Source: an optimization exercise on an open RTL-to-GDS flow (aim: small area and a short achievable clock period). Production flows keep margins and buffers that such runs may drop. At most, simulation tests tie the RTL to the original design; equivalence was not proved. Power figures rest on the tool's default switching activity, not on a simulated workload.

==> flow/design.v <==
module video_uut (
    input  wire         clk_i       ,
    input  wire         cen_i       ,
    input  wire         rst_i       ,
    input  wire         vid_sel_i   ,
    input  wire [23:0]  vid_rgb_i   ,
    input  wire [1:0]   vh_blank_i  ,
    input  wire [2:0]   dvh_sync_i  ,
    output wire [2:0]   dvh_sync_o  ,
    output wire [23:0]  vid_rgb_o
);
    localparam [1:0] S_IDLE = 2'd0, S_ATTACK = 2'd1, S_HOLD = 2'd2, S_DECAY = 2'd3;
    reg [23:0] vid_rgb_d1;     
    reg        draw_d1;        
    reg        bg_d1;          
    reg [2:0]  dvh_sync_d1;
    reg [11:0] x_cnt, y_cnt;    
    reg        prev_de, prev_vs;
    reg [1:0]  state;
    reg [7:0]  timer;
    reg [3:0]  amp, tamp;
    reg        spd;            
    reg [15:0] lfsr;
    reg [12:0] phase;          
    reg [4:0]  freq_1, freq_2;
    reg [12:0] acc_1, acc_2;   
    reg [12:0] base_1, base_2; 
    reg [3:0]  bsel;           
    function [12:0] add13(input [12:0] a, input [12:0] b);
        integer i; reg c;
        begin
            c = 1'b0;
            for (i = 0; i < 13; i = i + 1) begin
                add13[i] = a[i] ^ b[i] ^ c;
                c = (a[i] & b[i]) | (c & (a[i] ^ b[i]));
            end
        end
    endfunction
    function [12:0] addf(input [12:0] a, input [4:0] f);
        integer i; reg c;
        begin
            c = 1'b0;
            for (i = 0; i < 5; i = i + 1) begin
                addf[i] = a[i] ^ f[i] ^ c;
                c = (a[i] & f[i]) | (c & (a[i] ^ f[i]));
            end
            for (i = 5; i < 13; i = i + 1) begin
                addf[i] = a[i] ^ c;
                c = a[i] & c;
            end
        end
    endfunction
    wire [6:0]  t_1 = acc_1[11:5] ^ {7{acc_1[12]}};
    wire [6:0]  t_2 = acc_2[11:5] ^ {7{acc_2[12]}};
    wire [7:0]  sum = t_1 + t_2;                  
    wire       a1_en  = (amp != 4'd0);
    wire [1:0] a1     = (amp >= 4'd7) ? 2'd3 : (amp >= 4'd4) ? 2'd2 : (amp >= 4'd2) ? 2'd1 : 2'd0;
    wire       a2_en  = ~((amp == 4'd0) | (amp == 4'd1) | (amp == 4'd2) | (amp == 4'd4) | (amp == 4'd8));
    wire       a2     = (amp == 4'd6) | (amp >= 4'd10);
    wire       a2_neg = (amp == 4'd7);
    wire [10:0] term1 = a1_en ? ({3'b0, sum} << a1) : 11'd0;
    wire        add1 = a2_en & ~a2_neg;
    wire [14:0] kc  = ~{4'b0, 11'd1072 | {8'd0, lfsr[1:0], 1'b0}} + 15'd2 + {14'b0, add1} + {4'b0, amp, 7'b0};
    wire [14:0] op2 = ~{4'b0, term1};
    wire [14:0] op3 = ~a2_en ? 15'd0 : a2_neg ? {7'b0, sum} : a2 ? ~{6'b0, sum, 1'b0} : ~{7'b0, sum};
    wire        fix = sum[7] & sum[0] & amp[0];
    wire [14:0] ypre = {2'b0, y_cnt, 1'b0} + kc;
    wire [14:0] cs_s = ypre ^ op2 ^ op3;
    wire [14:0] cs_c = {(ypre[13:0] & op2[13:0]) | (ypre[13:0] & op3[13:0]) | (op2[13:0] & op3[13:0]), fix};
    wire [4:0]  lo  = {1'b0, cs_s[3:0]} + {1'b0, cs_c[3:0]};
    wire [10:0] hx  = cs_s[14:4] ^ cs_c[14:4];
    wire [10:0] ho  = cs_s[14:4] | cs_c[14:4];
    wire        hi_zero = ((hx[0] == lo[4])) & (hx[10:1] == ho[9:0]);
    wire [2:0]  dv = lo[3:1];
    wire draw = hi_zero & (lo[3:0] <= 4'd11) & ((y_cnt[11:3] != 0) | (y_cnt[2:0] >= dv));
    wire t_zero = (timer == 8'd0);
    wire lt = amp < tamp;
    wire gt = tamp < amp;
    wire st_idle = (state == S_IDLE), st_att = (state == S_ATTACK), st_hold = (state == S_HOLD), st_dec = (state == S_DECAY);
    wire hold_run = st_hold & ~t_zero;
    wire amp_low  = (amp[3:1] == 3'd0);                   
    wire glitch_c = hold_run & (lfsr[1:0] == 2'b11);
    wire tamp_inc = hold_run & (lfsr[2:0] == 3'b000) & (tamp < 4'd10);
    wire tamp_dec = hold_run & (lfsr[2:0] == 3'b111) & (tamp > 4'd3);
    wire [3:0] tamp_pick = (lfsr[3:0] < 4'd4) ? 4'd5 : (lfsr[3:0] > 4'd10) ? 4'd10 : lfsr[3:0];
    wire go_c = st_idle & t_zero;
    wire tamp_we = go_c | tamp_inc | tamp_dec;
    wire [3:0] tamp_nxt = go_c ? tamp_pick : tamp + (tamp_inc ? 4'd1 : 4'd15);
    wire amp_up2 = st_att & lt;
    wire amp_we  = amp_up2 | (hold_run & (lt | gt)) | st_dec;
    wire [3:0] amp_step = amp_up2 ? 4'd2 : (st_hold & lt) ? 4'd1 : 4'd15;
    wire [3:0] amp_nxt = (st_dec & amp_low) ? 4'd0 : amp + amp_step;
    wire timer_ld_h = st_att & ~lt;
    wire timer_ld_i = st_dec & amp_low;
    wire timer_we = timer_ld_h | timer_ld_i | ((st_idle | st_hold) & ~t_zero);
    wire [7:0] timer_nxt = timer_ld_h ? {1'b0, lfsr[4:0], 2'b00} : timer_ld_i ? {lfsr[5:0], 2'b00} : timer - 8'd1;
    reg  [1:0] st_nxt;
    always @* begin
        st_nxt = state;
        if (go_c) st_nxt = S_ATTACK;
        if (timer_ld_h) st_nxt = S_HOLD;
        if (st_hold & t_zero) st_nxt = S_DECAY;
        if (timer_ld_i) st_nxt = S_IDLE;
    end
    wire vs_rise  = dvh_sync_i[1] & ~prev_vs;
    wire upd      = vs_rise & spd;
    wire go       = upd & go_c;
    wire glitch   = upd & glitch_c;
    wire [4:0] f1_new = {1'b0, lfsr[3:0]} + 5'd10;
    wire [4:0] f2_new = {1'b0, lfsr[7:4]} + 5'd14;
    wire        stepping = |bsel;
    wire [12:0] b1_sum = (stepping ? {base_1[11:0], 1'b0} : base_1) + (phase & {13{~stepping | (|(bsel & freq_1[3:0]))}});
    wire [12:0] b2_sum = {base_2[11:0], 1'b0} + (phase & {13{|(bsel & freq_2[3:0])}});
    wire [12:0] b1_nxt = go ? (lfsr[12:0] & {13{f1_new[4]}}) :
                         (glitch & (&freq_1)) ? 13'd0 :    
                         (glitch | stepping) ? b1_sum : base_1;
    wire [12:0] b2_nxt = go ? (lfsr[12:0] & {13{f2_new[4]}}) : stepping ? b2_sum : base_2;
    wire x_last = (x_cnt == 12'h800);
    wire x_fb   = x_cnt[11] ^ x_cnt[10] ^ x_cnt[9] ^ x_cnt[3] ^ (x_cnt[10:0] == 11'd0);
    wire x_rst = dvh_sync_i[1] | (~dvh_sync_i[2] & prev_de) | (dvh_sync_i[2] & x_last);
    wire x_inc = ~dvh_sync_i[1] & dvh_sync_i[2];
    always @(posedge clk_i) begin
        if (rst_i) begin
            state <= S_IDLE; timer <= 0; amp <= 0; tamp <= 0; spd <= 0;
            lfsr <= 16'hACE1;
            y_cnt <= 0; prev_de <= 0; prev_vs <= 0;
            vid_rgb_d1 <= 0; draw_d1 <= 0; bg_d1 <= 1; dvh_sync_d1 <= 0;
        end else if (cen_i) begin
            lfsr <= {lfsr[14:0], lfsr[15] ^ lfsr[13] ^ lfsr[12] ^ lfsr[10]};
            prev_vs <= dvh_sync_i[1];
            if (vs_rise) begin
                spd <= ~spd;
                if (spd) begin
                    state <= st_nxt;
                    if (timer_we) timer <= timer_nxt;
                    if (amp_we) amp <= amp_nxt;
                    if (tamp_we)  tamp  <= tamp_nxt;
                end
            end
            prev_de <= dvh_sync_i[2];
            if (dvh_sync_i[1]) y_cnt <= 0;
            else if (~dvh_sync_i[2] & prev_de) y_cnt <= y_cnt + 1;
            draw_d1    <= draw;
            bg_d1      <= ~draw;
            vid_rgb_d1 <= vid_sel_i ? 24'h0 : vid_rgb_i;
            dvh_sync_d1 <= dvh_sync_i;
        end
    end
    always @(posedge clk_i) begin
        if (cen_i) begin
            base_1 <= b1_nxt;
            base_2 <= b2_nxt;
            if (go) bsel <= 4'b1000;
            else bsel <= {1'b0, bsel[3:1]};
            if (go) begin
                phase  <= lfsr[12:0];
                freq_1 <= f1_new;
                freq_2 <= f2_new;
            end else if (glitch) freq_1 <= freq_1 + 1;
            if (x_rst) begin
                x_cnt <= 0; acc_1 <= b1_nxt; acc_2 <= b2_nxt;
            end else if (x_inc) begin
                x_cnt <= {x_cnt[10:0], x_fb}; acc_1 <= addf(acc_1, freq_1); acc_2 <= addf(acc_2, freq_2);
            end
        end
    end
    assign dvh_sync_o = dvh_sync_d1;
    assign vid_rgb_o  = {vid_rgb_d1[23:16] & {8{bg_d1}}, vid_rgb_d1[15:8] | {8{draw_d1}},
                         vid_rgb_d1[7:0] & {8{bg_d1}}};
endmodule
==> flow/config.mk <==
export PLATFORM = sky130hd
export DESIGN_NAME = video_uut
export DESIGN_NICKNAME = video_uut
export VERILOG_FILES = /design/flow/design.v
export SDC_FILE = /design/flow/constraint.sdc
export NUM_CORES = 4
export LEC_CHECK = 0
export CAP_MARGIN = 20
export CORE_MARGIN = 2
export CORE_UTILIZATION = 40
export CTS_BUF_LIST = sky130_fd_sc_hd__clkbuf_4 sky130_fd_sc_hd__clkbuf_8
export SLEW_MARGIN = 20
==> flow/constraint.sdc <==
create_clock -name core_clock -period 14.0 [get_ports {clk_i}]
set_input_delay 2.8000 -clock core_clock [delete_from_list [all_inputs] [get_ports {clk_i}]]
set_output_delay 2.8000 -clock core_clock [all_outputs]
set_load 0.01 [all_outputs]
standard.sh (not shown) runs the stock make flow with config.mk's settings and CLKGATE_MAP_FILE= SYNTH_SCRIPT=/design/flow/synth_recipe.tcl, a recipe that flattens the netlist after the stock synthesis.
==> flow/flow/run.sh <==
#!/bin/bash
# Standard ORFS layout, with timing repair aiming at extra setup slack so that
# the achieved period (not only the 14 ns clock) is optimised, and plain buf_2
# cells (instead of delay buffers) as the port buffers.
set -euo pipefail
bash standard.sh finish SETUP_SLACK_MARGIN=9.5 "BUFFER_PORTS_ARGS=-buffer_cell sky130_fd_sc_hd__buf_2" > flow_make.log 2>&1
Next try:
--- a/flow/design.v
+++ b/flow/design.v
@@ -10,11 +10,10 @@
     output wire [23:0]  vid_rgb_o
 );
     localparam [1:0] S_IDLE = 2'd0, S_ATTACK = 2'd1, S_HOLD = 2'd2, S_DECAY = 2'd3;
     reg [23:0] vid_rgb_d1;     
     reg        draw_d1;        
-    reg        bg_d1;          
     reg [2:0]  dvh_sync_d1;
     reg [11:0] x_cnt, y_cnt;    
     reg        prev_de, prev_vs;
     reg [1:0]  state;
     reg [7:0]  timer;
@@ -51,15 +50,12 @@
         end
     endfunction
     wire [6:0]  t_1 = acc_1[11:5] ^ {7{acc_1[12]}};
     wire [6:0]  t_2 = acc_2[11:5] ^ {7{acc_2[12]}};
     wire [7:0]  sum = t_1 + t_2;                  
-    wire       a1_en  = (amp != 4'd0);
-    wire [1:0] a1     = (amp >= 4'd7) ? 2'd3 : (amp >= 4'd4) ? 2'd2 : (amp >= 4'd2) ? 2'd1 : 2'd0;
-    wire       a2_en  = ~((amp == 4'd0) | (amp == 4'd1) | (amp == 4'd2) | (amp == 4'd4) | (amp == 4'd8));
-    wire       a2     = (amp == 4'd6) | (amp >= 4'd10);
-    wire       a2_neg = (amp == 4'd7);
+    reg        a1_en, a2_en, a2, a2_neg;
+    reg  [1:0] a1;
     wire [10:0] term1 = a1_en ? ({3'b0, sum} << a1) : 11'd0;
     wire        add1 = a2_en & ~a2_neg;
     wire [14:0] kc  = ~{4'b0, 11'd1072 | {8'd0, lfsr[1:0], 1'b0}} + 15'd2 + {14'b0, add1} + {4'b0, amp, 7'b0};
     wire [14:0] op2 = ~{4'b0, term1};
     wire [14:0] op3 = ~a2_en ? 15'd0 : a2_neg ? {7'b0, sum} : a2 ? ~{6'b0, sum, 1'b0} : ~{7'b0, sum};
@@ -120,30 +116,37 @@
     wire x_rst = dvh_sync_i[1] | (~dvh_sync_i[2] & prev_de) | (dvh_sync_i[2] & x_last);
     wire x_inc = ~dvh_sync_i[1] & dvh_sync_i[2];
     always @(posedge clk_i) begin
         if (rst_i) begin
             state <= S_IDLE; timer <= 0; amp <= 0; tamp <= 0; spd <= 0;
+            a1_en <= 0; a1 <= 0; a2_en <= 0; a2 <= 0; a2_neg <= 0;
             lfsr <= 16'hACE1;
             y_cnt <= 0; prev_de <= 0; prev_vs <= 0;
-            vid_rgb_d1 <= 0; draw_d1 <= 0; bg_d1 <= 1; dvh_sync_d1 <= 0;
+            vid_rgb_d1 <= 0; draw_d1 <= 0; dvh_sync_d1 <= 0;
         end else if (cen_i) begin
             lfsr <= {lfsr[14:0], lfsr[15] ^ lfsr[13] ^ lfsr[12] ^ lfsr[10]};
             prev_vs <= dvh_sync_i[1];
             if (vs_rise) begin
                 spd <= ~spd;
                 if (spd) begin
                     state <= st_nxt;
                     if (timer_we) timer <= timer_nxt;
-                    if (amp_we) amp <= amp_nxt;
+                    if (amp_we) begin
+                        amp    <= amp_nxt;
+                        a1_en  <= (amp_nxt != 4'd0);
+                        a1     <= (amp_nxt >= 4'd7) ? 2'd3 : (amp_nxt >= 4'd4) ? 2'd2 : (amp_nxt >= 4'd2) ? 2'd1 : 2'd0;
+                        a2_en  <= ~((amp_nxt == 4'd0) | (amp_nxt == 4'd1) | (amp_nxt == 4'd2) | (amp_nxt == 4'd4) | (amp_nxt == 4'd8));
+                        a2     <= (amp_nxt == 4'd6) | (amp_nxt >= 4'd10);
+                        a2_neg <= (amp_nxt == 4'd7);
+                    end
                     if (tamp_we)  tamp  <= tamp_nxt;
                 end
             end
             prev_de <= dvh_sync_i[2];
             if (dvh_sync_i[1]) y_cnt <= 0;
             else if (~dvh_sync_i[2] & prev_de) y_cnt <= y_cnt + 1;
             draw_d1    <= draw;
-            bg_d1      <= ~draw;
             vid_rgb_d1 <= vid_sel_i ? 24'h0 : vid_rgb_i;
             dvh_sync_d1 <= dvh_sync_i;
         end
     end
     always @(posedge clk_i) begin
@@ -163,8 +166,7 @@
                 x_cnt <= {x_cnt[10:0], x_fb}; acc_1 <= addf(acc_1, freq_1); acc_2 <= addf(acc_2, freq_2);
             end
         end
     end
     assign dvh_sync_o = dvh_sync_d1;
-    assign vid_rgb_o  = {vid_rgb_d1[23:16] & {8{bg_d1}}, vid_rgb_d1[15:8] | {8{draw_d1}},
-                         vid_rgb_d1[7:0] & {8{bg_d1}}};
+    assign vid_rgb_o  = draw_d1 ? 24'h00FF00 : vid_rgb_d1;
 endmodule
The changed run completed with no timing, DRC or antenna violations.
Critical path depth is lower by 17.
Worst hold slack gets better by 5.5 ps.
Synthesized area is higher by 0.45%.
First-iteration DRC count is lower by 28%.
Routed wire length is lower by 7.5%.
Utilization hardly moves.
Total power is higher by 4.5%.
Cell area is higher by 0.42%.
Combinational power is higher by about 2%.
Worst setup slack gets better by 250 ps.
Global-route usage is lower by 1.4 points.
Via count is lower by 3.3%.
Fmax is higher by 5.6%.
Die area is higher by 0.44%.
No functional check of the RTL was part of any run of this note.

* * *

Another version of the RTL of video_uut (not shown whole).
Size: roughly 1300 cells after synthesis, roughly 170 flip-flops.
Design video_uut, start of the top module:
module video_uut (
    input  wire         clk_i       ,
    input  wire         cen_i       ,
    input  wire         rst_i       ,
    input  wire         vid_sel_i   ,
    input  wire [23:0]  vid_rgb_i   ,
    input  wire [1:0]   vh_blank_i  ,
    input  wire [2:0]   dvh_sync_i  ,
    output wire [2:0]   dvh_sync_o  ,
    output wire [23:0]  vid_rgb_o
);
export LEC_CHECK = 0
export CAP_MARGIN = 20
export CORE_MARGIN = 2
export CORE_UTILIZATION = 40
export CTS_BUF_LIST = sky130_fd_sc_hd__clkbuf_4 sky130_fd_sc_hd__clkbuf_8
export SLEW_MARGIN = 20
create_clock -name core_clock -period 14.0 [get_ports {clk_i}]
Scripts as last shown in full above: flow/flow/run.sh
Change:
--- a/flow/design.v
+++ b/flow/design.v
@@ -6,17 +6,19 @@
     input  wire [23:0]  vid_rgb_i   ,
     input  wire [1:0]   vh_blank_i  ,
     input  wire [2:0]   dvh_sync_i  ,
     output wire [2:0]   dvh_sync_o  ,
     output wire [23:0]  vid_rgb_o
 );
     localparam [1:0] S_IDLE = 2'd0, S_ATTACK = 2'd1, S_HOLD = 2'd2, S_DECAY = 2'd3;
-    reg [23:0] vid_rgb_d1;
+    reg [23:0] vid_rgb_d1;     
+    reg        draw_d1;        
+    reg        bg_d1;          
     reg [2:0]  dvh_sync_d1;
-    reg [11:0] x_cnt, y_cnt;
+    reg [11:0] x_cnt, y_cnt;    
     reg        prev_de, prev_vs;
     reg [1:0]  state;
     reg [7:0]  timer;
     reg [3:0]  amp, tamp;
     reg        spd;            
     reg [15:0] lfsr;
     reg [12:0] phase;          
@@ -50,19 +52,18 @@
     endfunction
     wire [6:0]  t_1 = acc_1[11:5] ^ {7{acc_1[12]}};
     wire [6:0]  t_2 = acc_2[11:5] ^ {7{acc_2[12]}};
     wire [7:0]  sum = t_1 + t_2;                  
     reg        a1_en, a2_en, a2, a2_neg;
     reg  [1:0] a1;
     wire [10:0] term1 = a1_en ? ({3'b0, sum} << a1) : 11'd0;
-    wire [8:0]  term2 = a2_en ? ({1'b0, sum} << a2) : 9'd0;
     wire        add1 = a2_en & ~a2_neg;
     wire [14:0] kc  = ~{4'b0, 11'd1072 | {8'd0, lfsr[1:0], 1'b0}} + 15'd2 + {14'b0, add1} + {4'b0, amp, 7'b0};
     wire [14:0] op2 = ~{4'b0, term1};
-    wire [14:0] op3 = a2_en ? (a2_neg ? {6'b0, term2} : ~{6'b0, term2}) : 15'd0;
+    wire [14:0] op3 = ~a2_en ? 15'd0 : a2_neg ? {7'b0, sum} : a2 ? ~{6'b0, sum, 1'b0} : ~{7'b0, sum};
     wire        fix = sum[7] & sum[0] & amp[0];
     wire [14:0] ypre = {2'b0, y_cnt, 1'b0} + kc;
     wire [14:0] cs_s = ypre ^ op2 ^ op3;
     wire [14:0] cs_c = {(ypre[13:0] & op2[13:0]) | (ypre[13:0] & op3[13:0]) | (op2[13:0] & op3[13:0]), fix};
     wire [4:0]  lo  = {1'b0, cs_s[3:0]} + {1'b0, cs_c[3:0]};
     wire [10:0] hx  = cs_s[14:4] ^ cs_c[14:4];
     wire [10:0] ho  = cs_s[14:4] | cs_c[14:4];
@@ -107,23 +108,25 @@
     wire        stepping = |bsel;
     wire [12:0] b1_sum = (stepping ? {base_1[11:0], 1'b0} : base_1) + (phase & {13{~stepping | (|(bsel & freq_1[3:0]))}});
     wire [12:0] b2_sum = {base_2[11:0], 1'b0} + (phase & {13{|(bsel & freq_2[3:0])}});
     wire [12:0] b1_nxt = go ? (lfsr[12:0] & {13{f1_new[4]}}) :
                          (glitch & (&freq_1)) ? 13'd0 :    
                          (glitch | stepping) ? b1_sum : base_1;
     wire [12:0] b2_nxt = go ? (lfsr[12:0] & {13{f2_new[4]}}) : stepping ? b2_sum : base_2;
-    wire x_rst = dvh_sync_i[1] | (~dvh_sync_i[2] & prev_de) | (dvh_sync_i[2] & (&x_cnt));
+    wire x_last = (x_cnt == 12'h800);
+    wire x_fb   = x_cnt[11] ^ x_cnt[10] ^ x_cnt[9] ^ x_cnt[3] ^ (x_cnt[10:0] == 11'd0);
+    wire x_rst = dvh_sync_i[1] | (~dvh_sync_i[2] & prev_de) | (dvh_sync_i[2] & x_last);
     wire x_inc = ~dvh_sync_i[1] & dvh_sync_i[2];
     always @(posedge clk_i) begin
         if (rst_i) begin
             state <= S_IDLE; timer <= 0; amp <= 0; tamp <= 0; spd <= 0;
             a1_en <= 0; a1 <= 0; a2_en <= 0; a2 <= 0; a2_neg <= 0;
             lfsr <= 16'hACE1;
             y_cnt <= 0; prev_de <= 0; prev_vs <= 0;
-            vid_rgb_d1 <= 0; dvh_sync_d1 <= 0;
+            vid_rgb_d1 <= 0; draw_d1 <= 0; bg_d1 <= 1; dvh_sync_d1 <= 0;
         end else if (cen_i) begin
             lfsr <= {lfsr[14:0], lfsr[15] ^ lfsr[13] ^ lfsr[12] ^ lfsr[10]};
             prev_vs <= dvh_sync_i[1];
             if (vs_rise) begin
                 spd <= ~spd;
                 if (spd) begin
                     state <= st_nxt;
@@ -138,16 +141,17 @@
                     end
                     if (tamp_we)  tamp  <= tamp_nxt;
                 end
             end
             prev_de <= dvh_sync_i[2];
             if (dvh_sync_i[1]) y_cnt <= 0;
             else if (~dvh_sync_i[2] & prev_de) y_cnt <= y_cnt + 1;
-            if (draw) vid_rgb_d1 <= 24'h00FF00;
-            else      vid_rgb_d1 <= vid_sel_i ? 24'h0 : vid_rgb_i;
+            draw_d1    <= draw;
+            bg_d1      <= ~draw;
+            vid_rgb_d1 <= vid_sel_i ? 24'h0 : vid_rgb_i;
             dvh_sync_d1 <= dvh_sync_i;
         end
     end
     always @(posedge clk_i) begin
         if (cen_i) begin
             base_1 <= b1_nxt;
             base_2 <= b2_nxt;
@@ -157,14 +161,15 @@
                 phase  <= lfsr[12:0];
                 freq_1 <= f1_new;
                 freq_2 <= f2_new;
             end else if (glitch) freq_1 <= freq_1 + 1;
             if (x_rst) begin
                 x_cnt <= 0; acc_1 <= b1_nxt; acc_2 <= b2_nxt;
             end else if (x_inc) begin
-                x_cnt <= x_cnt + 1; acc_1 <= addf(acc_1, freq_1); acc_2 <= addf(acc_2, freq_2);
+                x_cnt <= {x_cnt[10:0], x_fb}; acc_1 <= addf(acc_1, freq_1); acc_2 <= addf(acc_2, freq_2);
             end
         end
     end
     assign dvh_sync_o = dvh_sync_d1;
-    assign vid_rgb_o  = vid_rgb_d1;
+    assign vid_rgb_o  = {vid_rgb_d1[23:16] & {8{bg_d1}}, vid_rgb_d1[15:8] | {8{draw_d1}},
+                         vid_rgb_d1[7:0] & {8{bg_d1}}};
 endmodule
Result:
- first-iteration DRC count is lower by 6.7%
- register-to-register slack is better by 410 ps
- total power rose by 6.6%
- core utilization came out higher by 0.47 points
- clock power decreases by 11%
- worst hold slack gets better by 7.5 ps
- critical path depth fell by 11
- routed wire length goes up by 1.2%
- die area hardly moves
- maximum frequency rose by 9.3%
- final cell count climbs by 1.0%
- clock-buffer cell count is unchanged
- global-route usage is lower by 0.32 points
- design area rose by 1.0%

## separate check: timing with driven ports
The results above use ideal ports. As a check the final layouts listed here were re-extracted and re-timed, cells and wires unchanged. Step 1, drivers: a clkbuf_16 drives clk_i and a buf_2 each remaining input, both assumed. Step 2 also shifts input and output timing later by t, the mid clock arrival at the registers, as if the neighbouring blocks saw the same clock. a / b / c = ideal / step 1 / step 2; a / b = the first two.
run | t (ns) | setup WS [ns] | clock arrival spread, ns | cell pins on the clock port's net
the first run of note 1 | 0.504 | 9.209 / 9.209 / 9.066 | 0.026 / 0.026 | 1
the second run of note 1 | 0.518 | 9.462 / 9.413 / 9.095 | 0.021 / 0.021 | 1
the first run of note 2 | 0.502 | 9.145 / 9.145 / 9.144 | 0.017 / 0.017 | 1
the second run of note 2 | 0.506 | 9.557 / 9.560 / 9.054 | 0.029 / 0.029 | 1
After both steps every run listed still meets setup and hold. The setup slack of the second run of note 2, which loses most, moves by +0.003 ns with the drivers and by -0.503 ns with both steps.
